Background: an optimization exercise with open tools, aiming at small area and a short achievable clock period. Do not read the settings as production practice.
No functional check of the RTL was part of any run shown here.
Power and IR drop assume default switching activity.

==> flow/design.v <==
`timescale 1ns / 1ps
module MUL6_FA (input a, input b, input c, output s, output co);
  assign s = a ^ b ^ c;
  assign co = (a & b) | (a & c) | (b & c);
endmodule
module MUL6_HA (input a, input b, output s, output co);
  assign s = a ^ b;
  assign co = a & b;
endmodule
module MUL6 (input [5:0] a, input [5:0] b, output [11:0] p);
  wire [5:0] pp [0:5];
  genvar i, j;
  generate
    for (i = 0; i < 6; i = i + 1) begin : gi
      for (j = 0; j < 6; j = j + 1) begin : gj
        assign pp[i][j] = a[i] & b[j];
      end
    end
  endgenerate
  wire s1_4, c1_4, s1_5a, c1_5a, s1_5b, c1_5b, s1_6a, c1_6a, s1_6b, c1_6b, s1_7, c1_7;
  MUL6_HA h14 (pp[0][4], pp[1][3], s1_4, c1_4);
  MUL6_FA f15 (pp[0][5], pp[1][4], pp[2][3], s1_5a, c1_5a);
  MUL6_HA h15 (pp[3][2], pp[4][1], s1_5b, c1_5b);
  MUL6_FA f16 (pp[1][5], pp[2][4], pp[3][3], s1_6a, c1_6a);
  MUL6_HA h16 (pp[4][2], pp[5][1], s1_6b, c1_6b);
  MUL6_FA f17 (pp[2][5], pp[3][4], pp[4][3], s1_7, c1_7);
  wire s2_3, c2_3, s2_4, c2_4, s2_5, c2_5, s2_6, c2_6, s2_7, c2_7, s2_8, c2_8;
  MUL6_HA h23 (pp[0][3], pp[1][2], s2_3, c2_3);
  MUL6_FA f24 (pp[2][2], pp[3][1], pp[4][0], s2_4, c2_4);
  MUL6_FA f25 (pp[5][0], c1_4, s1_5a, s2_5, c2_5);
  MUL6_FA f26 (c1_5a, c1_5b, s1_6a, s2_6, c2_6);
  MUL6_FA f27 (pp[5][2], c1_6a, c1_6b, s2_7, c2_7);
  MUL6_FA f28 (pp[3][5], pp[4][4], pp[5][3], s2_8, c2_8);
  wire s3_2, c3_2, s3_3, c3_3, s3_4, c3_4, s3_5, c3_5, s3_6, c3_6, s3_7, c3_7, s3_8, c3_8, s3_9, c3_9;
  MUL6_HA h32 (pp[0][2], pp[1][1], s3_2, c3_2);
  MUL6_FA f33 (pp[2][1], pp[3][0], s2_3, s3_3, c3_3);
  MUL6_FA f34 (s1_4, c2_3, s2_4, s3_4, c3_4);
  MUL6_FA f35 (s1_5b, c2_4, s2_5, s3_5, c3_5);
  MUL6_FA f36 (s1_6b, c2_5, s2_6, s3_6, c3_6);
  MUL6_FA f37 (s1_7, c2_6, s2_7, s3_7, c3_7);
  MUL6_FA f38 (c1_7, c2_7, s2_8, s3_8, c3_8);
  MUL6_FA f39 (pp[4][5], pp[5][4], c2_8, s3_9, c3_9);
  wire c2, c3, c4, c5;
  assign p[0] = pp[0][0];
  MUL6_HA a1 (pp[0][1], pp[1][0], p[1], c2);
  MUL6_FA a2 (s3_2, pp[2][0], c2, p[2], c3);
  MUL6_FA a3 (s3_3, c3_2, c3, p[3], c4);
  MUL6_FA a4 (s3_4, c3_3, c4, p[4], c5);
  MUL6_ADD6 a5 ({pp[5][5], s3_9, s3_8, s3_7, s3_6, s3_5}, {c3_9, c3_8, c3_7, c3_6, c3_5, c3_4}, c5, p[10:5], p[11]);
endmodule
module MUL6_ADD6 (input [5:0] a, input [5:0] b, input ci, output [5:0] s, output co);
  wire [5:0] p = a ^ b;
  wire [5:0] g = a & b;
  wire G_0_m1 = g[0] | (p[0] & ci);
  wire G_2_1 = g[2] | (p[2] & g[1]);
  wire P_2_1 = p[2] & p[1];
  wire G_1_m1 = g[1] | (p[1] & G_0_m1);
  wire G_2_m1 = G_2_1 | (P_2_1 & G_0_m1);
  wire G_4_3 = g[4] | (p[4] & g[3]);
  wire P_4_3 = p[4] & p[3];
  wire G_5_3 = g[5] | (p[5] & G_4_3);
  wire P_5_3 = p[5] & P_4_3;
  wire G_3_m1 = g[3] | (p[3] & G_2_m1);
  wire G_4_m1 = G_4_3 | (P_4_3 & G_2_m1);
  wire G_5_m1 = G_5_3 | (P_5_3 & G_2_m1);
  assign s[0] = p[0] ^ ci;
  assign s[1] = p[1] ^ G_0_m1;
  assign s[2] = p[2] ^ G_1_m1;
  assign s[3] = p[3] ^ G_2_m1;
  assign s[4] = p[4] ^ G_3_m1;
  assign s[5] = p[5] ^ G_4_m1;
  assign co = G_5_m1;
endmodule
`timescale 1ns / 1ps
module NEURON(Clock, SignA, SignB, SignC, SignD, ExponentA, ExponentB, ExponentC, ExponentD, MantissaA, MantissaB, MantissaC, MantissaD, SignOut, ExponentOut, MantissaOut, SignOut1, ExponentOut1, MantissaOut1, SignOut2, ExponentOut2, MantissaOut2);
input Clock;
input SignA;
input SignB;
input SignC;
input SignD;
input [4:0] ExponentA;
input [4:0] ExponentB;
input [4:0] ExponentC;
input [4:0] ExponentD;
input [5:0] MantissaA;
input [5:0] MantissaB;
input [5:0] MantissaC;
input [5:0] MantissaD;
output SignOut, SignOut1, SignOut2;
output [4:0] ExponentOut, ExponentOut1, ExponentOut2;
output [5:0] MantissaOut, MantissaOut1, MantissaOut2;
wire [5:0] e1, e2;
wire [4:1] k1, k2;
MUL6_HA ea0 (ExponentA[0], ExponentB[0], e1[0], k1[1]);
MUL6_HA ec0 (ExponentC[0], ExponentD[0], e2[0], k2[1]);
genvar i;
generate for (i = 1; i < 5; i = i + 1) begin : eadd
  if (i < 4) begin : mid
    MUL6_FA ea (ExponentA[i], ExponentB[i], k1[i], e1[i], k1[i+1]);
    MUL6_FA ec (ExponentC[i], ExponentD[i], k2[i], e2[i], k2[i+1]);
  end else begin : top
    MUL6_FA ea (ExponentA[i], ExponentB[i], k1[i], e1[i], e1[5]);
    MUL6_FA ec (ExponentC[i], ExponentD[i], k2[i], e2[i], e2[5]);
  end
end endgenerate
reg [5:0] r_ma, r_mb, r_mc, r_md;
reg [5:0] r_e1, r_e2;    
reg r_t1, r_t2;          
always @(posedge Clock) begin
  r_ma <= MantissaA; r_mb <= MantissaB; r_mc <= MantissaC; r_md <= MantissaD;
  r_e1 <= e1;
  r_e2 <= e2;
  r_t1 <= SignA ~^ SignB;
  r_t2 <= SignC ~^ SignD;
end
wire [6:0] xd = {1'b0, r_e1} + {1'b0, ~r_e2};
wire e1_gt = xd[6];
wire e_eq = &xd[5:0];
wire e2_gt = ~e1_gt & ~e_eq;
wire [5:0] xd1 = xd[5:0] + 6'd1;
wire [5:0] ediff = e1_gt ? xd1 : ~xd[5:0];
wire [3:0] dsat = ediff[3:0] | {4{ediff[5] | ediff[4]}};
wire [11:0] p1, p2;
MUL6 mul1 (r_ma, r_mb, p1);
MUL6 mul2 (r_mc, r_md, p2);
reg [3:0] r_d;           
reg [11:0] r_x, r_y;
reg [3:0] r_amt;
reg r_swp;
always @(posedge Clock) begin
  r_d <= dsat;
  r_x <= e2_gt ? p1 : p2;
  r_y <= e2_gt ? p2 : p1;
  r_amt <= r_d & {4{e1_gt | e2_gt}};
  r_swp <= e2_gt;
end
wire [11:0] ma = r_y;
wire [11:0] mb = r_x >> r_amt;
wire same = r_t1 ~^ r_t2;
wire inv = ~same;
wire [11:0] bb = mb ^ {12{inv}};
wire [11:0] p = ma ^ bb;
wire [11:0] g = ma & bb;
wire g10 = g[1] | p[1] & g[0],    p10 = p[1] & p[0];
wire g32 = g[3] | p[3] & g[2],    p32 = p[3] & p[2];
wire g54 = g[5] | p[5] & g[4],    p54 = p[5] & p[4];
wire g76 = g[7] | p[7] & g[6],    p76 = p[7] & p[6];
wire g98 = g[9] | p[9] & g[8],    p98 = p[9] & p[8];
wire gba = g[11] | p[11] & g[10], pba = p[11] & p[10];
wire g30 = g32 | p32 & g10,       p30 = p32 & p10;
wire g74 = g76 | p76 & g54,       p74 = p76 & p54;
wire gb8 = gba | pba & g98,       pb8 = pba & p98;
wire g50 = g54 | p54 & g30,       p50 = p54 & p30;
wire g70 = g74 | p74 & g30,       p70 = p74 & p30;
wire gb0 = gb8 | pb8 & g70;        
wire g60 = g[6] | p[6] & g50,     p60 = p[6] & p50;
wire g80 = g[8] | p[8] & g70,     p80 = p[8] & p70;
wire g90 = g98 | p98 & g70,       p90 = p98 & p70;
wire ga0 = g[10] | p[10] & g90,   pa0 = p[10] & p90;
wire ci = inv & gb0;
wire [11:6] cc;
assign cc[6]  = g50 | p50 & ci;
assign cc[7]  = g60 | p60 & ci;
assign cc[8]  = g70 | p70 & ci;
assign cc[9]  = g80 | p80 & ci;
assign cc[10] = g90 | p90 & ci;
assign cc[11] = ga0 | pa0 & ci;
wire flip = inv & ~gb0;
wire [5:0] su = p[11:6] ^ cc[11:6];
wire [5:0] m = su ^ {6{flip}};
wire c = gb0;
wire [11:0] kl = ma | mb;
wire zsub = p50 & p[6] & p[7] & pb8;    
wire z = inv ? zsub : (~p[0] & (p[11:1] == kl[10:0]));
wire ta = r_swp ? r_t2 : r_t1;   
wire tb = r_swp ? r_t1 : r_t2;   
wire s = same ? r_t1 : ((c | (r_swp & zsub)) ? ta : tb);
wire [5:0] E = e1_gt ? r_e1 : r_e2;
wire ge33 = E[5] & |E[4:0];
wire ge32 = E[5];
wire ge31 = E[5] | &E[4:0];
wire ge30 = E[5] | &E[4:1];
wire ge29 = E[5] | (&E[4:2] & (E[1] | E[0]));
wire ge28 = E[5] | &E[4:2];
wire e0 = ~|E;
reg q_s, q_sn, q_zero, q_ge33, q_ge32, q_eq31, q_eq30, q_eq29, q_eq28;
reg [5:0] q_m;
reg [4:0] q_e;
always @(posedge Clock) begin
  q_s <= s;
  q_sn <= ~s;
  q_m <= m;
  q_e <= E[4:0];
  q_zero <= ~s & e0 & z;
  q_ge33 <= ge33;
  q_ge32 <= ge32;
  q_eq31 <= ge31 & ~ge32;
  q_eq30 <= ge30 & ~ge31;
  q_eq29 <= ge29 & ~ge30;
  q_eq28 <= ge28 & ~ge29;
end
wire q_m5 = q_m[5];
wire q_m432 = &q_m[4:2];
wire q_m54 = &q_m[5:4];
wire zero = q_zero;
wire eq32 = q_ge32 & ~q_ge33;
reg [4:0] te; reg [5:0] tm;
always @* begin
  if (zero) begin te = 5'b00000; tm = 6'b000000; end
  else if (q_ge32) begin te = 5'b01111; tm = 6'b000000; end
  else if (q_eq31 & q_m5) begin te = 5'b01110; tm = 6'b111000; end
  else if (q_eq31) begin te = 5'b01110; tm = 6'b101100; end
  else if (q_eq30) begin te = 5'b01110; tm = {5'b10000, ~q_s}; end
  else if (q_eq29) begin te = 5'b01101; tm = 6'b011000; end
  else if (q_eq28) begin te = 5'b01100; tm = 6'b011110; end
  else begin te = 5'b01011; tm = 6'b001000; end
end
reg [4:0] se; reg [5:0] sm;
always @* begin
  if (zero) begin se = 5'b01110; sm = 6'b000000; end
  else if (q_sn) begin
    if (q_ge33) begin se = 5'b00000; sm = 6'b000000; end
    else if (eq32) begin se = 5'b01011; sm = 6'b000000; end
    else if (q_eq31 & q_m432) begin se = 5'b01100; sm = 6'b010000; end
    else if ((q_eq30 & q_m54) | q_eq31) begin se = 5'b01101; sm = 6'b000001; end
    else if (q_eq30) begin se = 5'b01101; sm = 6'b011000; end
    else begin se = 5'b01101; sm = 6'b110100; end
  end else begin
    if (q_ge33) begin se = 5'b01111; sm = 6'b000000; end
    else if (eq32) begin se = 5'b01110; sm = 6'b111010; end
    else if (q_eq31 & q_m432) begin se = 5'b01110; sm = 6'b110000; end
    else if ((q_eq30 & q_m54) | q_eq31) begin se = 5'b01110; sm = 6'b100000; end
    else if (q_eq30) begin se = 5'b01110; sm = 6'b010100; end
    else begin se = 5'b01110; sm = 6'b000110; end
  end
end
assign SignOut = q_s;
assign ExponentOut = te;
assign MantissaOut = tm;
assign SignOut1 = 1'b1;
assign ExponentOut1 = se;
assign MantissaOut1 = sm;
assign SignOut2 = q_s;
assign ExponentOut2 = q_s ? q_e : 5'd0;
assign MantissaOut2 = q_s ? q_m : 6'd0;
endmodule
==> flow/flow/run.sh <==
#!/bin/bash
# The standard layout, with plain buf_1 cells as port buffers and timing
# repair aiming below the clock period (paths with less than SETUP_SLACK_MARGIN
# ns of slack are repaired).
set -euo pipefail
export BUFFER_PORTS_ARGS="-buffer_cell sky130_fd_sc_hd__buf_1"
export SETUP_SLACK_MARGIN=7.1
bash standard.sh > standard_flow.log 2>&1
==> flow/standard.sh <==
#!/bin/bash
# synth_recipe.tcl (not shown) runs the flow's synth.tcl, then flattens the netlist and writes it again
# the make line also repeats each setting of config.mk as NAME=value (left out here)
make -C /OpenROAD-flow-scripts/flow DESIGN_CONFIG=/design/flow/config.mk WORK_HOME=/design/flow/orfs CLKGATE_MAP_FILE= SYNTH_SCRIPT=/design/flow/synth_recipe.tcl "${@:-finish}"
==> flow/config.mk <==
export PLATFORM = sky130hd
export DESIGN_NAME = NEURON
export DESIGN_NICKNAME = NEURON
export VERILOG_FILES = /design/flow/design.v
export SDC_FILE = /design/flow/constraint.sdc
export NUM_CORES = 4
export LEC_CHECK = 0
export CAP_MARGIN = 20
export CORE_MARGIN = 2
export CORE_UTILIZATION = 55
export CTS_BUF_LIST = sky130_fd_sc_hd__clkbuf_8
export SLEW_MARGIN = 20
export TNS_END_PERCENT = 5
==> flow/constraint.sdc <==
create_clock -name core_clock -period 11.0 [get_ports {Clock}]
set_input_delay 2.2000 -clock core_clock [delete_from_list [all_inputs] [get_ports {Clock}]]
set_output_delay 2.2000 -clock core_clock [all_outputs]
set_load 0.01 [all_outputs]
==> report_table.html, run 1 <==
<table>
<tr><th>Metric</th><th>Value</th></tr>
<tr><th colspan="2">Worst setup path</th></tr>
<tr><td>Critical path required time</td><td>8800 ps</td></tr>
<tr><td>Dominant delay contributor by cell family on the critical path</td><td>simple AND/OR/NAND/NOR gates</td></tr>
<tr><td>R2r setup slk</td><td>7220 ps</td></tr>
<tr><td>WP buf/inv</td><td>2</td></tr>
<tr><td>Maximum cell stage delay along the critical path</td><td>410 ps</td></tr>
<tr><td>Endpoint of the worst register-to-register path</td><td>r_y[10]</td></tr>
<tr><td>Worst reg2reg path startpoint</td><td>r_mb[2]</td></tr>
<tr><td>Sort of element at the start of the critical path</td><td>register</td></tr>
<tr><td>Ordered list of cells on the worst path</td><td>inv_2 &gt; nand2_1 &gt; nor4_2 &gt; a41o_1 &gt; buf_1</td></tr>
<tr><td>Critical path arrival</td><td>1720 ps</td></tr>
<tr><td>Maximum fanout along the worst path</td><td>10</td></tr>
<tr><td>Category of the worst setup path capture point</td><td>primary output</td></tr>
<tr><td>Type of the setup path with the least slack</td><td>reg -&gt; out</td></tr>
<tr><td>Critical Path Slowest Stage Cell</td><td>sky130_fd_sc_hd__dfxtp_1</td></tr>
<tr><td>Depth of the worst register-to-register path</td><td>13</td></tr>
<tr><th colspan="2">Detailed routing</th></tr>
<tr><td>Average vias per placed instance</td><td>5.28</td></tr>
<tr><td>Number of design-rule violations left by the first detailed-router iteration</td><td>281</td></tr>
<tr><td>Via total after detailed routing</td><td>5,108</td></tr>
<tr><td>Antenna violation net count after detailed routing</td><td>0</td></tr>
<tr><td>Average detailed-routed wire length per instance</td><td>14.8 um</td></tr>
<tr><td>Residual DRC</td><td>0</td></tr>
<tr><td>Post-Route WL</td><td>~14 mm</td></tr>
<tr><td>Count of TritonRoute iterations in the first routing pass</td><td>4</td></tr>
<tr><th colspan="2">Logic synthesis</th></tr>
<tr><td>Top_reg_cell synth</td><td>sky130_fd_sc_hd__dfxtp_1</td></tr>
<tr><td>Gate Count Post-Synth</td><td>722</td></tr>
<tr><td>Unique masters post-synth</td><td>between 60 and 70</td></tr>
<tr><td>Number of enable flip-flop cells after synthesis</td><td>0</td></tr>
<tr><td>Cells taking the most area after synthesis</td><td>sky130_fd_sc_hd__dfxtp_1, sky130_fd_sc_hd__fa_1, sky130_fd_sc_hd__ha_1, sky130_fd_sc_hd__and2_1, sky130_fd_sc_hd__inv_1</td></tr>
<tr><td>Average instance area after synthesis</td><td>between 9 and 10 um2</td></tr>
<tr><td>Seq cells post-synth</td><td>91</td></tr>
<tr><td>Synthesized area</td><td>0.00680 mm2</td></tr>
<tr><td>Async SR Flop Fraction</td><td>0%</td></tr>
<tr><td>Post-synthesis sequential area ratio</td><td>26.8%</td></tr>
<tr><td>Post-synth top area share</td><td>26.8%</td></tr>
<tr><td>Largest area contributor in the netlist</td><td>sky130_fd_sc_hd__dfxtp_1</td></tr>
<tr><td>Warnings from Yosys</td><td>2</td></tr>
<tr><th colspan="2">Clock tree</th></tr>
<tr><td>Level count of the clock H-tree</td><td>3</td></tr>
<tr><td>Worst-Skew Late Latency</td><td>370 ps</td></tr>
<tr><td>Number of buffers added by the clock tree synthesis step</td><td>9</td></tr>
<tr><td>Post-CTS setup-driven buffer insertion count</td><td>0</td></tr>
<tr><td>Clock edge transition at the registers on the reported setup and hold paths</td><td>90 ps</td></tr>
<tr><td>CTS tree</td><td>built</td></tr>
<tr><td># clock sinks</td><td>91</td></tr>
<tr><td>Maximum clock insertion buffer count</td><td>2</td></tr>
<tr><td>Cell at the root of the clock tree</td><td>sky130_fd_sc_hd__clkbuf_8</td></tr>
<tr><th colspan="2">Cells and area</th></tr>
<tr><td>Diodes inserted</td><td>0</td></tr>
<tr><td>Fraction of final layout cells with drive strength greater than 1</td><td>~7.6%</td></tr>
<tr><td>Final net count</td><td>937</td></tr>
<tr><td>Area growth from synthesis to layout</td><td>8.65%</td></tr>
<tr><td>Count of placed standard cells in the final layout, fillers left out</td><td>967</td></tr>
<tr><th colspan="2">Global routing</th></tr>
<tr><td>Global-route wire length before repair</td><td>between 20 and 25 mm</td></tr>
<tr><td>Initial antenna violation count</td><td>0</td></tr>
<tr><td>Total gr overflow</td><td>0</td></tr>
<tr><td>Largest net degree at the start of global routing</td><td>28</td></tr>
<tr><td>Via count of the first global-routing pass</td><td>5,039</td></tr>
<tr><td>Combined global-route utilization of all metal layers</td><td>22.9%</td></tr>
<tr><th colspan="2">Placed design</th></tr>
<tr><td>IO buf count</td><td>approximately 80</td></tr>
<tr><td>Final GP Congestion</td><td>0.875</td></tr>
<tr><td>Half-perimeter wire length after placement</td><td>~12 mm</td></tr>
<tr><td>DP Cell Count</td><td>951</td></tr>
<tr><th colspan="2">Die</th></tr>
<tr><td>Die Width</td><td>roughly 120 um</td></tr>
<tr><td>Initial Util</td><td>56.4%</td></tr>
<tr><td>Total Die Area</td><td>0.0133 mm2</td></tr>
<tr><td>Floorplan row count</td><td>40</td></tr>
<tr><td>Vert. Die Dim</td><td>between 100 and 150 um</td></tr>
<tr><td>Placeable Area</td><td>around 0.012 mm2</td></tr>
<tr><td>Top-Level Pins</td><td>85</td></tr>
<tr><th colspan="2">Timing</th></tr>
<tr><td>Total negative setup slack</td><td>0 ps</td></tr>
<tr><td>Finish-stage setup viols</td><td>0</td></tr>
<tr><td>Setup repair after global routing missed its margin</td><td>true</td></tr>
<tr><td>Min Tclk post-route</td><td>between 3000 and 4000 ps</td></tr>
<tr><td>Slew Limit Headroom</td><td>a little under two fifths</td></tr>
<tr><td>Number of pins with negative max-slew slack in the final report</td><td>0</td></tr>
<tr><td>Fraction of the cycle the final worst path needs</td><td>35.6%</td></tr>
<tr><td>Peak clock frequency supported by timing</td><td>255 MHz</td></tr>
<tr><td>Final-report hold violation count</td><td>0</td></tr>
<tr><td>Slew at the pin closest to its max-slew limit</td><td>approximately 930 ps</td></tr>
<tr><td>Setup Skew</td><td>13.8 ps</td></tr>
<tr><th colspan="2">Pwr</th></tr>
<tr><td>Power Dens Cells</td><td>228 mW/mm2</td></tr>
<tr><td>Static leakage power</td><td>3.36 nW</td></tr>
<tr><td>Maximum vdd ir drop</td><td>113 uV</td></tr>
<tr><th colspan="2">Hold path</th></tr>
<tr><td>Worst Hold Class</td><td>reg -&gt; reg</td></tr>
<tr><td>Hold-critical path endpoint</td><td>r_amt[3]</td></tr>
<tr><td>Startpoint of the tightest hold check path</td><td>r_d[3]</td></tr>
<tr><td>Number of cells on the worst hold path</td><td>1</td></tr>
<tr><th colspan="2">Job</th></tr>
<tr><td>Max-Cap Viols</td><td>0</td></tr>
<tr><th colspan="2">Run status</th></tr>
<tr><td>Status</td><td>no timing/DRC/antenna violations</td></tr>
</table>
through the flow:
step / setup WS [ps] / hold slack (ps) / power, mW / instance area (um2) / util, %
final: 7080 / 435 / 1.68 / 7390 / 61.2
after global routing: 6950 / 456 / 1.82 / 7390 / 61.2
after CTS: 7050 / 440 / 1.69 / 7370 / 61.1
after detailed placement: 6860 / 417 / 1.47 / 7180 / 59.5
after global placement: 6990 / 410 / 1.45 / 7180 / 59.5
after floorplan: 7100 / 406 / 1.25 / 6800 / -
synth_stat cells (15+ instances only):
library cell and n:
sky130_fd_sc_hd__nor3_1 16, sky130_fd_sc_hd__dfxtp_1 91, sky130_fd_sc_hd__ha_1 43, sky130_fd_sc_hd__nand2_1 45
sky130_fd_sc_hd__xor2_1 16, sky130_fd_sc_hd__nor2_1 33, sky130_fd_sc_hd__and2_1 73, sky130_fd_sc_hd__mux2i_1 37
sky130_fd_sc_hd__nand2b_1 15, sky130_fd_sc_hd__fa_1 51, sky130_fd_sc_hd__a21oi_1 24, sky130_fd_sc_hd__xnor2_1 23
sky130_fd_sc_hd__inv_1 103
placed cells by master, fill, tap and decap left out, types with 3 or more instances in the layout:
cell type,Yosys,routed
sky130_fd_sc_hd__xor2_1,16,16
sky130_fd_sc_hd__o21ai_0,10,10
sky130_fd_sc_hd__mux4_2,6,6
sky130_fd_sc_hd__clkinvlp_4,0,3
sky130_fd_sc_hd__a21oi_1,24,23
sky130_fd_sc_hd__a21o_1,6,6
sky130_fd_sc_hd__o21bai_1,4,4
sky130_fd_sc_hd__nand3_1,5,5
sky130_fd_sc_hd__nand3b_1,3,3
sky130_fd_sc_hd__o2111ai_1,3,3
sky130_fd_sc_hd__nand4_1,7,7
sky130_fd_sc_hd__nand2_1,45,45
sky130_fd_sc_hd__clkbuf_8,0,10
sky130_fd_sc_hd__fa_1,51,50
sky130_fd_sc_hd__and3_1,3,3
sky130_fd_sc_hd__buf_1,0,81
sky130_fd_sc_hd__o21ai_1,6,6
sky130_fd_sc_hd__nor2_1,33,32
sky130_fd_sc_hd__nor3_1,16,16
sky130_fd_sc_hd__dfxtp_2,0,6
sky130_fd_sc_hd__and2_1,73,73
sky130_fd_sc_hd__nor4_1,6,5
sky130_fd_sc_hd__ha_1,43,43
sky130_fd_sc_hd__conb_1,2,3
sky130_fd_sc_hd__mux2_2,14,14
sky130_fd_sc_hd__a31oi_1,3,3
sky130_fd_sc_hd__dfxtp_1,91,84
sky130_fd_sc_hd__nand2b_1,15,15
sky130_fd_sc_hd__a221oi_1,3,3
sky130_fd_sc_hd__nor2b_1,7,7
sky130_fd_sc_hd__xnor2_1,23,23
sky130_fd_sc_hd__mux2i_1,37,37
sky130_fd_sc_hd__o21a_1,3,3
sky130_fd_sc_hd__inv_1,103,102
routing by layer:
metal	GRT usage (%)	vias up	part of all wire [%]
met5	0	-	0
met1	29.6	2465	47
met3	4.43	11	3.7
met4	6.27	0	1.3
li1	-	2517	-
met2	39.5	115	48
cell type report:
type | count | area [um2]
fill | 1068 | 4680
multi-input combinational | 506 | 4450
sequential | 91 | 1830
inverter | 104 | 390
timing repair buffer | 82 | 312
tap | 168 | 210
clock buffer | 10 | 138
clock inverter | 6 | 48.8
state kept, by name, summed over array words and instances (netlist names), 4 cells and up:
name	count
r_mb	6
r_y	12
r_d	4
q_e	5
r_e1	6
r_mc	6
r_e2	6
r_x	12
r_ma	6
r_amt	4
r_md	6
q_m	6
how the worst max path moves through the flow:
stage | end | slack, ps | depth (start not counted) | start
final | MantissaOut[2] | 7080 | 5 | q_ge32
after global routing | MantissaOut[2] | 6950 | 5 | q_ge32
after CTS | MantissaOut1[5] | 7050 | 4 | q_eq31
after detailed placement | q_zero | 6860 | 12 | r_amt[2]
after global placement | r_e2[4] | 6990 | 10 | ExponentC[0]
after floorplan | r_e2[4] | 7100 | 9 | ExponentC[0]
power by group:
part / leakage, nW / total [mW] / internal, mW / switching [mW]
registers: 0.763 / 0.544 / 0.426 / 0.117
clock network: 0.0855 / 0.214 / 0.0901 / 0.124
logic: 2.51 / 0.924 / 0.421 / 0.503
cell families after synthesis:
| family | count (synthesis) | synth area share, % |
|---|---|---|
| xor+xnor | 39 | 5.02 |
| other cells | 2 | 0.110 |
| simple gates | 228 | 18.5 |
| fa+ha+maj | 94 | 22.9 |
| buf+inv | 126 | 7.95 |
| compound gates | 83 | 8.58 |
| mux | 59 | 10.1 |
| flops | 91 | 26.8 |
what timing repair did:
item                                    4_1_cts  5_1_grt
hold buffers                                  0        0
endpoints found under the setup margin       13       25
gates resized for setup                       4        8
endpoints found under the hold margin         0        0
==> inputs of run 2 (changes only) <==
--- a/flow/flow/run.sh
+++ b/flow/flow/run.sh
@@ -6,3 +6,3 @@
 export BUFFER_PORTS_ARGS="-buffer_cell sky130_fd_sc_hd__buf_1"
-export SETUP_SLACK_MARGIN=7.1
+export SETUP_SLACK_MARGIN=7.3
 bash standard.sh > standard_flow.log 2>&1
==> run 2 against run 1 <==
Against the previous run: still clean; global-route usage rose by 0.51 points; clock power up 12%; combinational power increased by 3.6%; via count is 0.55% lower; largest cell class unchanged.
==> report_table.html, run 2 <==
<table>
<tr><th>Metric</th><th>Value</th></tr>
<tr><th colspan="2">Worst setup path</th></tr>
<tr><td>Critical path arrival</td><td>1530 ps (-190 ps)</td></tr>
<tr><td>Type of the setup path with the least slack</td><td>reg -&gt; out</td></tr>
<tr><td>Sort of element at the start of the critical path</td><td>register</td></tr>
<tr><td>Critical path required time</td><td>8800 ps (about the same)</td></tr>
<tr><td>Maximum fanout along the worst path</td><td>3 (-7)</td></tr>
<tr><td>Category of the worst setup path capture point</td><td>primary output</td></tr>
<tr><th colspan="2">Timing</th></tr>
<tr><td>Setup repair after global routing missed its margin</td><td>true</td></tr>
<tr><td>Slew Limit Headroom</td><td>36.9% (-1.2 points)</td></tr>
<tr><td>Post-Route Hold Slack</td><td>430 ps (-4.95 ps)</td></tr>
<tr><td>Setup Skew</td><td>13.1 ps (-0.697 ps)</td></tr>
<tr><td>Number of pins with negative max-slew slack in the final report</td><td>0 (unchanged)</td></tr>
<tr><td>Fraction of the cycle the final worst path needs</td><td>33.9% (-1.7 points)</td></tr>
<tr><td>Final-report hold violation count</td><td>0 (unchanged)</td></tr>
<tr><td>Finish-stage setup viols</td><td>0 (unchanged)</td></tr>
<tr><td>Peak clock frequency supported by timing</td><td>268 MHz (+4.9%)</td></tr>
<tr><td>Final Worst Setup Slack</td><td>7270 ps (+185 ps)</td></tr>
<tr><td>Total negative setup slack</td><td>0 ps (unchanged)</td></tr>
<tr><td>Min Tclk post-route</td><td>3730 ps (-185 ps)</td></tr>
<tr><td>Slew at the pin closest to its max-slew limit</td><td>946 ps (+18.7 ps)</td></tr>
<tr><th colspan="2">Logic synthesis</th></tr>
<tr><td>Most frequent cells after synthesis</td><td>sky130_fd_sc_hd__inv_1, sky130_fd_sc_hd__dfxtp_1, sky130_fd_sc_hd__and2_1</td></tr>
<tr><td>Largest area contributor in the netlist</td><td>sky130_fd_sc_hd__dfxtp_1</td></tr>
<tr><td>Gate Count Post-Synth</td><td>722 (unchanged)</td></tr>
<tr><td>Warnings from Yosys</td><td>2 (unchanged)</td></tr>
<tr><td>Cells taking the most area after synthesis</td><td>sky130_fd_sc_hd__dfxtp_1, sky130_fd_sc_hd__fa_1, sky130_fd_sc_hd__ha_1, sky130_fd_sc_hd__and2_1, sky130_fd_sc_hd__inv_1</td></tr>
<tr><td>Post-synth top area share</td><td>26.8% (unchanged)</td></tr>
<tr><td>Unique masters post-synth</td><td>68 (unchanged)</td></tr>
<tr><td>Average instance area after synthesis</td><td>9.42 um2 (unchanged)</td></tr>
<tr><td>Top_reg_cell synth</td><td>sky130_fd_sc_hd__dfxtp_1</td></tr>
<tr><td>Number of enable flip-flop cells after synthesis</td><td>0 (unchanged)</td></tr>
<tr><td>Cell with the most instances after synthesis</td><td>sky130_fd_sc_hd__inv_1</td></tr>
<tr><td>Async SR Flop Fraction</td><td>0% (unchanged)</td></tr>
<tr><td>Post-synthesis sequential area ratio</td><td>26.8% (unchanged)</td></tr>
<tr><td>Seq cells post-synth</td><td>91 (unchanged)</td></tr>
<tr><td>Synthesized area</td><td>0.00680 mm2 (unchanged)</td></tr>
<tr><th colspan="2">Die</th></tr>
<tr><td>Vert. Die Dim</td><td>115 um (unchanged)</td></tr>
<tr><td>Floorplan row count</td><td>40 (unchanged)</td></tr>
<tr><td>Top-Level Pins</td><td>85 (unchanged)</td></tr>
<tr><td>Total Die Area</td><td>0.0133 mm2 (unchanged)</td></tr>
<tr><td>Initial Util</td><td>56.4% (unchanged)</td></tr>
<tr><td>Die Width</td><td>115 um (unchanged)</td></tr>
<tr><td>Placeable Area</td><td>0.0121 mm2 (unchanged)</td></tr>
<tr><th colspan="2">Cells and area</th></tr>
<tr><td>Diodes inserted</td><td>0 (unchanged)</td></tr>
<tr><td>Count of placed standard cells in the final layout, fillers left out</td><td>974 (+0.72%)</td></tr>
<tr><td>Final std cell area, no fill</td><td>0.00759 mm2 (+2.8%)</td></tr>
<tr><td>Largest registers</td><td>r_x: 12 flops, r_y: 12 flops</td></tr>
<tr><td>Final net count</td><td>944 (+0.75%)</td></tr>
<tr><td>Fillcell total</td><td>1,069 (+0.094%)</td></tr>
<tr><td>Commonest non-fill, non-tap cell in the layout</td><td>sky130_fd_sc_hd__inv_1</td></tr>
<tr><td>Post-layout utilization of the core</td><td>63.0% (+1.7 points)</td></tr>
<tr><td>Fraction of final layout cells with drive strength greater than 1</td><td>13.0% (+5.4 points)</td></tr>
<tr><td>Most frequent cells in the layout</td><td>sky130_fd_sc_hd__inv_1, sky130_fd_sc_hd__buf_1, sky130_fd_sc_hd__and2_1</td></tr>
<tr><td>Area growth from synthesis to layout</td><td>11.7%</td></tr>
<tr><th colspan="2">Placed design</th></tr>
<tr><td>IO buf count</td><td>81 (unchanged)</td></tr>
<tr><td>Half-perimeter wire length after placement</td><td>11.6 mm (-0.10%)</td></tr>
<tr><td>Post-Place Worst Slack</td><td>6860 ps (+1.89 ps)</td></tr>
<tr><td>DP Cell Count</td><td>951 (unchanged)</td></tr>
<tr><td>Final GP Congestion</td><td>0.865 (-1.2%)</td></tr>
<tr><td>Post-DP Area</td><td>0.00718 mm2 (+0.10%)</td></tr>
<tr><th colspan="2">Detailed routing</th></tr>
<tr><td>Residual DRC</td><td>0 (unchanged)</td></tr>
<tr><td>Antenna violation net count after detailed routing</td><td>0 (unchanged)</td></tr>
<tr><td>Post-Route WL</td><td>14.4 mm (+0.83%)</td></tr>
<tr><td>Average detailed-routed wire length per instance</td><td>14.8 um (+0.11%)</td></tr>
<tr><td>Count of TritonRoute iterations in the first routing pass</td><td>4 (unchanged)</td></tr>
<tr><td>Number of design-rule violations left by the first detailed-router iteration</td><td>237 (-16%)</td></tr>
<tr><td>Via total after detailed routing</td><td>5,080 (-0.55%)</td></tr>
<tr><td>Average vias per placed instance</td><td>5.22 (-1.3%)</td></tr>
<tr><th colspan="2">Global routing</th></tr>
<tr><td>Initial antenna violation count</td><td>0 (unchanged)</td></tr>
<tr><td>Total gr overflow</td><td>0 (unchanged)</td></tr>
<tr><td>Largest net degree at the start of global routing</td><td>28 (unchanged)</td></tr>
<tr><td>Via count of the first global-routing pass</td><td>5,137 (+1.9%)</td></tr>
<tr><td>Combined global-route utilization of all metal layers</td><td>23.5% (+0.51 points)</td></tr>
<tr><td>Global-route wire length before repair</td><td>24.3 mm (+1.8%)</td></tr>
<tr><th colspan="2">Pwr</th></tr>
<tr><td>Total Power Consumption</td><td>1.74 mW (+3.3%)</td></tr>
<tr><td>Static leakage power</td><td>3.45 nW (+2.7%)</td></tr>
<tr><td>Maximum vdd ir drop</td><td>112 uV (-0.78%)</td></tr>
<tr><td>Power Dens Cells</td><td>229 mW/mm2 (+0.43%)</td></tr>
<tr><th colspan="2">Clock tree</th></tr>
<tr><td>Number of buffers added by the clock tree synthesis step</td><td>9 (unchanged)</td></tr>
<tr><td>Level count of the clock H-tree</td><td>3 (unchanged)</td></tr>
<tr><td>Cell at the root of the clock tree</td><td>sky130_fd_sc_hd__clkbuf_8</td></tr>
<tr><td>Worst-Skew Late Latency</td><td>380 ps (about the same)</td></tr>
<tr><td>Cts hold-fix bufs</td><td>0 (unchanged)</td></tr>
<tr><td># clock sinks</td><td>91 (unchanged)</td></tr>
<tr><td>Maximum clock insertion buffer count</td><td>2 (unchanged)</td></tr>
<tr><td>CTS tree</td><td>built</td></tr>
<tr><td>Clock edge transition at the registers on the reported setup and hold paths</td><td>90 ps (about the same)</td></tr>
<tr><th colspan="2">Hold path</th></tr>
<tr><td>Worst Hold Class</td><td>reg -&gt; reg</td></tr>
<tr><th colspan="2">Job</th></tr>
<tr><td>Max-Cap Viols</td><td>0 (unchanged)</td></tr>
<tr><th colspan="2">Run status</th></tr>
<tr><td>Status</td><td>no timing/DRC/antenna violations</td></tr>
</table>
-- run 2: layout make-up --
cell class                 instances  area [um2]  share of cell area, %
multi-input combinational        506        4530                   59.7
sequential                        91        1860                   24.5
inverter                         104         393                   5.17
timing repair buffer              89         382                   5.02
tap                              168         210                   2.77
clock buffer                      11         151                   1.99
clock inverter                     5        60.1                  0.791
-- run 2: routing by layer --
metal	global-route usage (%)	share of wire, %
met5	0	0
met4	8.76	2.4
met3	3.64	3.9
met2	40.5	49
met1	29.8	45
-- run 2: cells by family after synthesis --
family	count (synthesis)	share of synthesized area, %
other cells	2	0.110
xor+xnor	39	5.02
simple gates	228	18.5
fa+ha+maj	94	22.9
flops	91	26.8
mux	59	10.1
buf+inv	126	7.95
compound gates	83	8.58
-- run 2: worst max-delay path: stages (launching register included) --
cell and delay [ps]:
sky130_fd_sc_hd__dfxtp_2 350, sky130_fd_sc_hd__and2_4 160, sky130_fd_sc_hd__a21oi_4 70, sky130_fd_sc_hd__buf_4 140, sky130_fd_sc_hd__a221oi_1 260, sky130_fd_sc_hd__buf_2 180
-- run 2: final timing paths --
kind | slack, ps | start | end | depth (start not counted)
setup / recovery | 7270 | q_m[4] | MantissaOut1[5] | 5
hold / removal | 430 | r_d[3] | r_amt[3] | 1
setup reg to reg | 7350 | r_md[2] | r_y[10] | 13
hold reg to reg | 430 | r_d[3] | r_amt[3] | 1
-- run 2: timing repair --
item	CTS	global route
pin swaps	3	8
setup buffers	2	5
gates resized for setup	21	36
setup endpoints to repair	30	27
-- run 2: power breakdown --
group	switching [mW]	total, mW	leakage, nW	internal, mW
combinational	0.519	0.957	2.58	0.438
sequential	0.112	0.541	0.765	0.430
clock	0.120	0.239	0.106	0.118
==> inputs of run 3 (changes only) <==
--- a/flow/flow/run.sh
+++ b/flow/flow/run.sh
@@ -6,3 +6,3 @@
 export BUFFER_PORTS_ARGS="-buffer_cell sky130_fd_sc_hd__buf_1"
-export SETUP_SLACK_MARGIN=7.3
+export SETUP_SLACK_MARGIN=7.35
 bash standard.sh > standard_flow.log 2>&1
==> run 3 against run 2 <==
Against the previous run: non-clock buffer count stayed put; sequential share of layout area about the same; critical path type unchanged; synthesized cell count unchanged; fmax barely moved; power hardly changed; synthesized area is the same; via count shrank 0.75%.
==> report_table.html, run 3 <==
<table>
<tr><th>Metric</th><th>Value</th></tr>
<tr><th colspan="2">Global routing</th></tr>
<tr><td>Global-route wire length before repair</td><td>24.4 mm (+0.20%)</td></tr>
<tr><td>Via count of the first global-routing pass</td><td>5,143 (+0.12%)</td></tr>
<tr><td>Total gr overflow</td><td>0 (unchanged)</td></tr>
<tr><td>Initial antenna violation count</td><td>0 (unchanged)</td></tr>
<tr><td>Combined global-route utilization of all metal layers</td><td>23.5% (+0.045 points)</td></tr>
<tr><td>Largest net degree at the start of global routing</td><td>28 (unchanged)</td></tr>
<tr><th colspan="2">Detailed routing</th></tr>
<tr><td>Number of design-rule violations left by the first detailed-router iteration</td><td>262 (+11%)</td></tr>
<tr><td>Count of TritonRoute iterations in the first routing pass</td><td>4 (unchanged)</td></tr>
<tr><td>Post-Route WL</td><td>14.4 mm (-0.13%)</td></tr>
<tr><td>Average detailed-routed wire length per instance</td><td>14.8 um (-0.13%)</td></tr>
<tr><td>Via total after detailed routing</td><td>5,042 (-0.75%)</td></tr>
<tr><td>Antenna violation net count after detailed routing</td><td>0 (unchanged)</td></tr>
<tr><td>Residual DRC</td><td>0 (unchanged)</td></tr>
<tr><td>Average vias per placed instance</td><td>5.18 (-0.75%)</td></tr>
<tr><th colspan="2">Cells and area</th></tr>
<tr><td>Final net count</td><td>944 (unchanged)</td></tr>
<tr><td>Diodes inserted</td><td>0 (unchanged)</td></tr>
<tr><td>Fraction of final layout cells with drive strength greater than 1</td><td>12.9% (-0.12 points)</td></tr>
<tr><td>Fillcell total</td><td>1,070 (+0.094%)</td></tr>
<tr><td>Commonest non-fill, non-tap cell in the layout</td><td>sky130_fd_sc_hd__inv_1</td></tr>
<tr><td>Post-layout utilization of the core</td><td>62.9% (-0.11 points)</td></tr>
<tr><td>Largest registers</td><td>r_x: 12 flops, r_y: 12 flops</td></tr>
<tr><td>Most frequent cells in the layout</td><td>sky130_fd_sc_hd__inv_1, sky130_fd_sc_hd__buf_1, sky130_fd_sc_hd__and2_1</td></tr>
<tr><td>Area growth from synthesis to layout</td><td>11.5%</td></tr>
<tr><th colspan="2">Worst setup path</th></tr>
<tr><td>WP buf/inv</td><td>2 (unchanged)</td></tr>
<tr><td>Category of the worst setup path capture point</td><td>primary output</td></tr>
<tr><td>Maximum cell stage delay along the critical path</td><td>330 ps (-20 ps)</td></tr>
<tr><td>Critical path arrival</td><td>1530 ps (about the same)</td></tr>
<tr><td>Sort of element at the start of the critical path</td><td>register</td></tr>
<tr><td>Critical path required time</td><td>8800 ps (about the same)</td></tr>
<tr><td>Depth of the worst register-to-register path</td><td>13 (unchanged)</td></tr>
<tr><td>Ordered list of cells on the worst path</td><td>and2_4 &gt; buf_4 &gt; nor4_1 &gt; a21oi_1 &gt; nor2_1 &gt; buf_1</td></tr>
<tr><td>Maximum fanout along the worst path</td><td>2 (-1)</td></tr>
<tr><td>WP depth</td><td>6 (+1)</td></tr>
<tr><td>Type of the setup path with the least slack</td><td>reg -&gt; out</td></tr>
<tr><td>Critical Path Slowest Stage Cell</td><td>sky130_fd_sc_hd__dfxtp_2</td></tr>
<tr><td>Dominant delay contributor by cell family on the critical path</td><td>simple AND/OR/NAND/NOR gates</td></tr>
<tr><th colspan="2">Pwr</th></tr>
<tr><td>Static leakage power</td><td>3.45 nW (-0.15%)</td></tr>
<tr><td>Combinational power share</td><td>55.1% (about the same)</td></tr>
<tr><td>Power Dens Cells</td><td>229 mW/mm2 (+0.25%)</td></tr>
<tr><td>Sequential fraction of design power</td><td>31.1% (about the same)</td></tr>
<tr><td>Switching Share</td><td>43.2% (about the same)</td></tr>
<tr><td>Int Pwr</td><td>987 uW (about the same)</td></tr>
<tr><td>Share of power burned in the clock network</td><td>13.8% (about the same)</td></tr>
<tr><td>Maximum vdd ir drop</td><td>112 uV (+0.23%)</td></tr>
<tr><td>Switching power summed over all nets</td><td>751 uW (about the same)</td></tr>
<tr><th colspan="2">Logic synthesis</th></tr>
<tr><td>Cell with the most instances after synthesis</td><td>sky130_fd_sc_hd__inv_1</td></tr>
<tr><td>Cells taking the most area after synthesis</td><td>sky130_fd_sc_hd__dfxtp_1, sky130_fd_sc_hd__fa_1, sky130_fd_sc_hd__ha_1, sky130_fd_sc_hd__and2_1, sky130_fd_sc_hd__inv_1</td></tr>
<tr><td>Largest area contributor in the netlist</td><td>sky130_fd_sc_hd__dfxtp_1</td></tr>
<tr><td>Warnings from Yosys</td><td>2 (unchanged)</td></tr>
<tr><td>Gate Count Post-Synth</td><td>722 (unchanged)</td></tr>
<tr><td>Async SR Flop Fraction</td><td>0% (unchanged)</td></tr>
<tr><td>Top_reg_cell synth</td><td>sky130_fd_sc_hd__dfxtp_1</td></tr>
<tr><td>Seq cells post-synth</td><td>91 (unchanged)</td></tr>
<tr><td>Post-synthesis sequential area ratio</td><td>26.8% (unchanged)</td></tr>
<tr><td>Synthesized area</td><td>0.00680 mm2 (unchanged)</td></tr>
<tr><td>Number of enable flip-flop cells after synthesis</td><td>0 (unchanged)</td></tr>
<tr><td>Average instance area after synthesis</td><td>9.42 um2 (unchanged)</td></tr>
<tr><td>Unique masters post-synth</td><td>68 (unchanged)</td></tr>
<tr><td>Post-synth top area share</td><td>26.8% (unchanged)</td></tr>
<tr><td>Most frequent cells after synthesis</td><td>sky130_fd_sc_hd__inv_1, sky130_fd_sc_hd__dfxtp_1, sky130_fd_sc_hd__and2_1</td></tr>
<tr><th colspan="2">Placed design</th></tr>
<tr><td>Final GP Congestion</td><td>0.865 (unchanged)</td></tr>
<tr><td>Half-perimeter wire length after placement</td><td>11.6 mm (unchanged)</td></tr>
<tr><td>IO buf count</td><td>81 (unchanged)</td></tr>
<tr><th colspan="2">Timing</th></tr>
<tr><td>Final-report hold violation count</td><td>0 (unchanged)</td></tr>
<tr><td>Min Tclk post-route</td><td>3730 ps (+1.09 ps)</td></tr>
<tr><td>Slew Limit Headroom</td><td>36.9% (about the same)</td></tr>
<tr><td>Setup Skew</td><td>12.6 ps (-0.494 ps)</td></tr>
<tr><td>Finish-stage setup viols</td><td>0 (unchanged)</td></tr>
<tr><td>Number of pins with negative max-slew slack in the final report</td><td>0 (unchanged)</td></tr>
<tr><td>Peak clock frequency supported by timing</td><td>268 MHz (about the same)</td></tr>
<tr><td>Setup repair after global routing missed its margin</td><td>true</td></tr>
<tr><td>Total negative setup slack</td><td>0 ps (unchanged)</td></tr>
<tr><td>Fraction of the cycle the final worst path needs</td><td>33.9% (about the same)</td></tr>
<tr><td>Slew at the pin closest to its max-slew limit</td><td>947 ps (+0.336 ps)</td></tr>
<tr><th colspan="2">Clock tree</th></tr>
<tr><td>Level count of the clock H-tree</td><td>3 (unchanged)</td></tr>
<tr><td>Maximum clock insertion buffer count</td><td>2 (unchanged)</td></tr>
<tr><td>Cell at the root of the clock tree</td><td>sky130_fd_sc_hd__clkbuf_8</td></tr>
<tr><td>Cts hold-fix bufs</td><td>0 (unchanged)</td></tr>
<tr><td>Number of buffers added by the clock tree synthesis step</td><td>9 (unchanged)</td></tr>
<tr><td>CTS tree</td><td>built</td></tr>
<tr><td>Worst-Skew Late Latency</td><td>380 ps (about the same)</td></tr>
<tr><td>Clock edge transition at the registers on the reported setup and hold paths</td><td>90 ps (about the same)</td></tr>
<tr><td># clock sinks</td><td>91 (unchanged)</td></tr>
<tr><th colspan="2">Die</th></tr>
<tr><td>Placeable Area</td><td>0.0121 mm2 (unchanged)</td></tr>
<tr><td>Total Die Area</td><td>0.0133 mm2 (unchanged)</td></tr>
<tr><td>Initial Util</td><td>56.4% (unchanged)</td></tr>
<tr><td>Vert. Die Dim</td><td>115 um (unchanged)</td></tr>
<tr><td>Die Width</td><td>115 um (unchanged)</td></tr>
<tr><td>Top-Level Pins</td><td>85 (unchanged)</td></tr>
<tr><td>Floorplan row count</td><td>40 (unchanged)</td></tr>
<tr><th colspan="2">Hold path</th></tr>
<tr><td>Number of cells on the worst hold path</td><td>1 (unchanged)</td></tr>
<tr><td>Worst Hold Class</td><td>reg -&gt; reg</td></tr>
<tr><th colspan="2">Run status</th></tr>
<tr><td>Status</td><td>no timing/DRC/antenna violations</td></tr>
<tr><th colspan="2">Job</th></tr>
<tr><td>Max-Cap Viols</td><td>0 (unchanged)</td></tr>
</table>
## run 3: changes by cell type in the layout (fill, tap and decap cells not counted)
cell,previous run,this run
sky130_fd_sc_hd__buf_4,7,8
sky130_fd_sc_hd__buf_2,4,3
sky130_fd_sc_hd__buf_1,77,78
sky130_fd_sc_hd__buf_12,1,0
## run 3: layer usage
metal	global-route usage [%]	up-vias	routed length [um]	share of wire, %
met5	0	-	0	0
li1	-	2531	-	-
met4	8.76	0	334	2.3
met3	3.64	23	471	3.3
met1	29.9	2383	6570	46
met2	40.5	105	7030	49
## run 3: timing repair
action	CTS	global route
gates resized for setup	28	27
buffers inserted	2	5
setup endpoints to repair	31	30
pin swaps	6	7
## run 3: per-stage QoR
stage          hold WS [ps]  area, um2  total power, mW  instances  worst slack (ps)
4_1_cts                 438       7480             1.73        969              7230
6_report                431       7580             1.74        974              7270
3_3_place_gp            416       7180             1.45        951              7040
3_5_place_dp            417       7180             1.47        951              6860
2_1_floorplan           406       6810             1.25        723              7170
5_1_grt                 467       7580             1.89        974              7200
## run 3: worst paths after layout
check | slack (ps) | to | start
worst max register to register | 7340 | r_y[10] | r_md[2]
worst min-delay path | 430 | r_amt[3] | r_d[3]
worst min register to register | 430 | r_amt[3] | r_d[3]
worst max-delay path | 7270 | MantissaOut1[3] | q_m[5]
## run 3: cells by family after synthesis
kind of cell	share of synthesized area [%]
compound gates	8.58
fa+ha+maj	22.9
other cells	0.110
flops	26.8
buf+inv	7.95
mux	10.1
xor+xnor	5.02
simple gates	18.5
## run 3: cell type report
cell class | instances | area (um2) | area share, %
clock buffers | 11 | 151 | 2.00
clock inverters | 5 | 60.1 | 0.792
inverters | 104 | 393 | 5.18
multi-input cells | 506 | 4530 | 59.8
flip-flops and latches | 91 | 1860 | 24.6
well taps | 168 | 210 | 2.77
repair buffers | 89 | 368 | 4.85
## run 3: worst register-to-register path, cell delays in order, from the launching register on
cell	delay [ps]
sky130_fd_sc_hd__dfxtp_1	360
sky130_fd_sc_hd__and2_1	190
sky130_fd_sc_hd__fa_1	530
sky130_fd_sc_hd__inv_1	50
sky130_fd_sc_hd__fa_1	470
sky130_fd_sc_hd__inv_1	50
sky130_fd_sc_hd__fa_1	430
sky130_fd_sc_hd__fa_1	410
sky130_fd_sc_hd__a21o_1	190
sky130_fd_sc_hd__a21oi_2	150
sky130_fd_sc_hd__o21bai_1	90
sky130_fd_sc_hd__a21oi_2	170
sky130_fd_sc_hd__xnor2_1	130
sky130_fd_sc_hd__mux2_1	320
## run 3: power by group through the flow
| stage | combinational, mW | clock, mW | sequential (mW) |
|---|---|---|---|
| after detailed placement | 0.924 | 0 | 0.545 |
| after global routing | 1.07 | 0.259 | 0.555 |
| after global placement | 0.902 | 0 | 0.545 |
| after CTS | 0.940 | 0.247 | 0.540 |
| after floorplan | 0.780 | 0 | 0.473 |
| final | 0.958 | 0.239 | 0.541 |
==> inputs of run 4 (changes only) <==
--- a/flow/design.v
+++ b/flow/design.v
@@ -171,5 +171,5 @@
 wire c = gb0;
-wire [11:0] kl = ma | mb;
+wire [5:0] kl = ma[5:0] | mb[5:0];
 wire zsub = p50 & p[6] & p[7] & pb8;    
-wire z = inv ? zsub : (~p[0] & (p[11:1] == kl[10:0]));
+wire z = inv ? zsub : (~p[0] & (p[5:1] == kl[4:0]) & ~|su);
 wire ta = r_swp ? r_t2 : r_t1;   
@@ -187,2 +187,3 @@
 reg [5:0] q_m;
+reg q_m432, q_m54;      
 reg [4:0] q_e;
@@ -192,2 +193,4 @@
   q_m <= m;
+  q_m432 <= &m[4:2];
+  q_m54 <= &m[5:4];
   q_e <= E[4:0];
@@ -202,4 +205,2 @@
 wire q_m5 = q_m[5];
-wire q_m432 = &q_m[4:2];
-wire q_m54 = &q_m[5:4];
 wire zero = q_zero;
--- a/flow/flow/run.sh
+++ b/flow/flow/run.sh
@@ -6,3 +6,3 @@
 export BUFFER_PORTS_ARGS="-buffer_cell sky130_fd_sc_hd__buf_1"
-export SETUP_SLACK_MARGIN=7.35
+export SETUP_SLACK_MARGIN=7.1
 bash standard.sh > standard_flow.log 2>&1
==> run 4 against run 3 <==
Against the previous run: die area decreased by 2.5%; critical endpoint is now MantissaOut1[5]; register-to-register slack worse by 210 ps; sequential share of layout area grew 0.91 points; first-iteration DRC count fell by 3.8%; worst setup slack worse by 220 ps; sequential power down 2%; utilization shrank 0.69 points; final cell count shrank 6.0%; synthesized cell count fell by 4.6%; global-route usage fell by 2.3 points.
==> report_table.html, run 4 <==
<table>
<tr><th>Metric</th><th>Value</th></tr>
<tr><th colspan="2">Run status</th></tr>
<tr><td>Status</td><td>no timing/DRC/antenna violations</td></tr>
<tr><th colspan="2">Placed design</th></tr>
<tr><td>Half-perimeter wire length after placement</td><td>10.9 mm (-6.5%)</td></tr>
<tr><td>Final GP Congestion</td><td>0.884 (+2.1%)</td></tr>
<tr><td>IO buf count</td><td>81 (unchanged)</td></tr>
<tr><th colspan="2">Job</th></tr>
<tr><td>Max-Cap Viols</td><td>0 (unchanged)</td></tr>
<tr><th colspan="2">Worst setup path</th></tr>
<tr><td>Ordered list of cells on the worst path</td><td>buf_4 &gt; a2111oi_1 &gt; a2111oi_4 &gt; clkbuf_2</td></tr>
<tr><td>Maximum fanout along the worst path</td><td>7 (+5)</td></tr>
<tr><td>WP depth</td><td>4 (-2)</td></tr>
<tr><td>Type of the setup path with the least slack</td><td>reg -&gt; out</td></tr>
<tr><td>Dominant delay contributor by cell family on the critical path</td><td>compound AO/OA/AOI/OAI gates</td></tr>
<tr><td>Critical path arrival</td><td>1750 ps (+220 ps)</td></tr>
<tr><td>WP buf/inv</td><td>2 (unchanged)</td></tr>
<tr><td>Critical Path Slowest Stage Cell</td><td>sky130_fd_sc_hd__a2111oi_1</td></tr>
<tr><td>Critical path required time</td><td>8800 ps (about the same)</td></tr>
<tr><td>Sort of element at the start of the critical path</td><td>register</td></tr>
<tr><td>Maximum cell stage delay along the critical path</td><td>600 ps (+270 ps)</td></tr>
<tr><td>Depth of the worst register-to-register path</td><td>11 (-2)</td></tr>
<tr><td>Category of the worst setup path capture point</td><td>primary output</td></tr>
<tr><th colspan="2">Logic synthesis</th></tr>
<tr><td>Average instance area after synthesis</td><td>9.61 um2 (+2.1%)</td></tr>
<tr><td>Most frequent cells after synthesis</td><td>sky130_fd_sc_hd__dfxtp_1, sky130_fd_sc_hd__inv_1, sky130_fd_sc_hd__and2_1</td></tr>
<tr><td>Unique masters post-synth</td><td>63 (-7.4%)</td></tr>
<tr><td>Async SR Flop Fraction</td><td>0% (unchanged)</td></tr>
<tr><td>Gate Count Post-Synth</td><td>689 (-4.6%)</td></tr>
<tr><td>Top_reg_cell synth</td><td>sky130_fd_sc_hd__dfxtp_1</td></tr>
<tr><td>Cell with the most instances after synthesis</td><td>sky130_fd_sc_hd__dfxtp_1</td></tr>
<tr><td>Synthesized area</td><td>0.00662 mm2 (-2.6%)</td></tr>
<tr><td>Number of enable flip-flop cells after synthesis</td><td>0 (unchanged)</td></tr>
<tr><td>Seq cells post-synth</td><td>93 (+2.2%)</td></tr>
<tr><td>Post-synthesis sequential area ratio</td><td>28.1% (+1.3 points)</td></tr>
<tr><td>Largest area contributor in the netlist</td><td>sky130_fd_sc_hd__dfxtp_1</td></tr>
<tr><td>Warnings from Yosys</td><td>2 (unchanged)</td></tr>
<tr><td>Post-synth top area share</td><td>28.1% (+1.3 points)</td></tr>
<tr><td>Cells taking the most area after synthesis</td><td>sky130_fd_sc_hd__dfxtp_1, sky130_fd_sc_hd__fa_1, sky130_fd_sc_hd__ha_1, sky130_fd_sc_hd__and2_1, sky130_fd_sc_hd__inv_1</td></tr>
<tr><th colspan="2">Die</th></tr>
<tr><td>Initial Util</td><td>55.8% (-0.53 points)</td></tr>
<tr><td>Top-Level Pins</td><td>85 (unchanged)</td></tr>
<tr><td>Die Width</td><td>114 um (-1.3%)</td></tr>
<tr><td>Vert. Die Dim</td><td>114 um (-1.3%)</td></tr>
<tr><td>Floorplan row count</td><td>40 (unchanged)</td></tr>
<tr><td>Total Die Area</td><td>0.0129 mm2 (-2.5%)</td></tr>
<tr><td>Placeable Area</td><td>0.0119 mm2 (-1.7%)</td></tr>
<tr><th colspan="2">Cells and area</th></tr>
<tr><td>Diodes inserted</td><td>0 (unchanged)</td></tr>
<tr><td>Fraction of final layout cells with drive strength greater than 1</td><td>10.4% (-2.5 points)</td></tr>
<tr><td>Final net count</td><td>907 (-3.9%)</td></tr>
<tr><td>Most frequent cells in the layout</td><td>sky130_fd_sc_hd__inv_1, sky130_fd_sc_hd__dfxtp_1, sky130_fd_sc_hd__buf_1</td></tr>
<tr><td>Largest registers</td><td>r_x: 12 flops, r_y: 12 flops</td></tr>
<tr><td>Area growth from synthesis to layout</td><td>11.3%</td></tr>
<tr><td>Commonest non-fill, non-tap cell in the layout</td><td>sky130_fd_sc_hd__inv_1</td></tr>
<tr><th colspan="2">Detailed routing</th></tr>
<tr><td>Count of TritonRoute iterations in the first routing pass</td><td>4 (unchanged)</td></tr>
<tr><td>Residual DRC</td><td>0 (unchanged)</td></tr>
<tr><td>Post-Route WL</td><td>13.3 mm (-7.5%)</td></tr>
<tr><td>Via total after detailed routing</td><td>4,809 (-4.6%)</td></tr>
<tr><td>Number of design-rule violations left by the first detailed-router iteration</td><td>252 (-3.8%)</td></tr>
<tr><td>Average detailed-routed wire length per instance</td><td>14.5 um (-1.7%)</td></tr>
<tr><td>Antenna violation net count after detailed routing</td><td>0 (unchanged)</td></tr>
<tr><td>Average vias per placed instance</td><td>5.25 (+1.4%)</td></tr>
<tr><th colspan="2">Clock tree</th></tr>
<tr><td>Cell at the root of the clock tree</td><td>sky130_fd_sc_hd__clkbuf_8</td></tr>
<tr><td>Cts hold-fix bufs</td><td>0 (unchanged)</td></tr>
<tr><td>Maximum clock insertion buffer count</td><td>2 (unchanged)</td></tr>
<tr><td>CTS tree</td><td>built</td></tr>
<tr><td># clock sinks</td><td>93 (+2.2%)</td></tr>
<tr><td>Number of buffers added by the clock tree synthesis step</td><td>9 (unchanged)</td></tr>
<tr><td>Clock edge transition at the registers on the reported setup and hold paths</td><td>100 ps (about the same)</td></tr>
<tr><td>Level count of the clock H-tree</td><td>3 (unchanged)</td></tr>
<tr><td>Worst-Skew Late Latency</td><td>370 ps (about the same)</td></tr>
<tr><th colspan="2">Global routing</th></tr>
<tr><td>GR Layer Usage met3</td><td>3.88% (+0.24 points)</td></tr>
<tr><td>Met1 Usage GRT</td><td>28.5% (-1.3 points)</td></tr>
<tr><td>Most heavily used metal layer in global routing</td><td>met2</td></tr>
<tr><td>Met2 layer usage reported by global route</td><td>35.7% (-4.8 points)</td></tr>
<tr><td>Largest net degree at the start of global routing</td><td>28 (unchanged)</td></tr>
<tr><td>Via count of the first global-routing pass</td><td>4,627 (-10%)</td></tr>
<tr><td>Combined global-route utilization of all metal layers</td><td>21.2% (-2.3 points)</td></tr>
<tr><td>Initial antenna violation count</td><td>0 (unchanged)</td></tr>
<tr><td>Global-route wire length before repair</td><td>21.7 mm (-11%)</td></tr>
<tr><td>Total gr overflow</td><td>0 (unchanged)</td></tr>
<tr><th colspan="2">Pwr</th></tr>
<tr><td>Sequential fraction of design power</td><td>30.8% (-0.3 points)</td></tr>
<tr><td>Maximum vdd ir drop</td><td>105 uV (-6.1%)</td></tr>
<tr><td>Share of power burned in the clock network</td><td>13.6% (-0.2 points)</td></tr>
<tr><td>Total Power Consumption</td><td>1.73 mW (-0.51%)</td></tr>
<tr><td>Combinational power share</td><td>55.6% (+0.5 points)</td></tr>
<tr><td>Switching Share</td><td>42.5% (-0.71 points)</td></tr>
<tr><td>Int Pwr</td><td>994 uW (+0.73%)</td></tr>
<tr><td>Power Dens Cells</td><td>234 mW/mm2 (+2.3%)</td></tr>
<tr><td>Switching power summed over all nets</td><td>735 uW (-2.2%)</td></tr>
<tr><td>Static leakage power</td><td>3.28 nW (-4.8%)</td></tr>
<tr><th colspan="2">Timing</th></tr>
<tr><td>Peak clock frequency supported by timing</td><td>253 MHz (-5.5%)</td></tr>
<tr><td>Fraction of the cycle the final worst path needs</td><td>35.9% (+2.0 points)</td></tr>
<tr><td>Slew Limit Headroom</td><td>54.7% (+18 points)</td></tr>
<tr><td>Min Tclk post-route</td><td>3950 ps (+219 ps)</td></tr>
<tr><td>Setup Skew</td><td>16.9 ps (+4.33 ps)</td></tr>
<tr><td>Final-report hold violation count</td><td>0 (unchanged)</td></tr>
<tr><td>Finish-stage setup viols</td><td>0 (unchanged)</td></tr>
<tr><td>Slew at the pin closest to its max-slew limit</td><td>678 ps (-268 ps)</td></tr>
<tr><td>Setup repair after global routing missed its margin</td><td>true</td></tr>
<tr><td>Total negative setup slack</td><td>0 ps (unchanged)</td></tr>
<tr><td>Number of pins with negative max-slew slack in the final report</td><td>0 (unchanged)</td></tr>
<tr><th colspan="2">Hold path</th></tr>
<tr><td>Worst Hold Class</td><td>reg -&gt; reg</td></tr>
<tr><td>Number of cells on the worst hold path</td><td>1 (unchanged)</td></tr>
</table>
run 4: final timing paths:
kind	start	endpoint	slack, ps
worst max-delay path	q_eq31	MantissaOut1[5]	7050
worst min-delay path	r_d[2]	r_amt[2]	430
worst max register to register	r_mc[0]	r_y[8]	7130
worst min register to register	r_d[2]	r_amt[2]	430
run 4: layout make-up:
cell class	count	area, um2
timing repair buffer	86	348
clock buffer	9	124
fill	1018	4490
tap	147	184
multi-input combinational	483	4410
sequential	93	1880
inverter	91	342
clock inverter	7	81.3
run 4: through the flow:
step | setup slack [ps] | cell area, um2 | cells | hold slack (ps) | util (%)
2_1_floorplan | 7100 | 6630 | 690 | 414 | -
3_3_place_gp | 6980 | 7000 | 896 | 421 | 59.0
3_5_place_dp | 6940 | 7000 | 896 | 433 | 59.0
4_1_cts | 7010 | 7220 | 912 | 440 | 60.9
5_1_grt | 6960 | 7370 | 916 | 445 | 62.2
6_report | 7050 | 7370 | 916 | 428 | 62.2
run 4: what timing repair did:
action	CTS	global route
gates resized for setup	6	29
setup buffers	0	3
endpoints found under the setup margin	13	14
pin swaps	0	3
run 4: routing by layer:
layer | routed length [um] | vias to the layer above
met1 | 6170 | 2284
met5 | 0 | -
met2 | 6540 | 97
met3 | 453 | 12
li1 | - | 2416
met4 | 152 | 0
run 4: cell families after synthesis:
| family | synth area share [%] |
|---|---|
| compound gates | 8.37 |
| xor+xnor | 5.54 |
| fa+ha+maj | 23.5 |
| buf+inv | 6.99 |
| flops | 28.1 |
| mux | 10.4 |
| other cells | 0.113 |
| simple gates | 17.0 |
run 4: power groups by stage:
stage / clock (mW) / sequential (mW) / combinational (mW)
after floorplan: 0 / 0.479 / 0.768
after global placement: 0 / 0.533 / 0.905
after detailed placement: 0 / 0.536 / 0.920
after CTS: 0.242 / 0.530 / 0.927
after global routing: 0.256 / 0.544 / 1.07
final: 0.235 / 0.532 / 0.962

## port drivers added, routing unchanged
The results above use ideal ports. As a check the final layouts listed here were re-extracted and re-timed, cells and wires unchanged.
Step 1, drivers: a clkbuf_16 drives Clock and a buf_2 each remaining input, both assumed.
Step 2, shift: input delay + t, output delay - t, t = (earliest + latest rising clock arrival at the registers) / 2. This alone moves slack from input paths to output paths.
Slacks: ideal / step 1 / step 2; pairs: ideal / step 1.
run	t (ns)	setup WS [ns]	clock arrival spread, ns	worst data-port slew with drivers (ns)	pins driven straight from the clock port
run 1	0.400	7.083 / 7.047 / 6.928	0.014 / 0.014	0.03	1
run 2	0.406	7.267 / 7.234 / 7.008	0.013 / 0.013	0.03	1
run 3	0.406	7.266 / 7.233 / 7.007	0.014 / 0.013	0.03	1
run 4	0.399	7.048 / 7.015 / 6.951	0.017 / 0.017	0.03	1
After both steps every run listed still meets setup and hold.
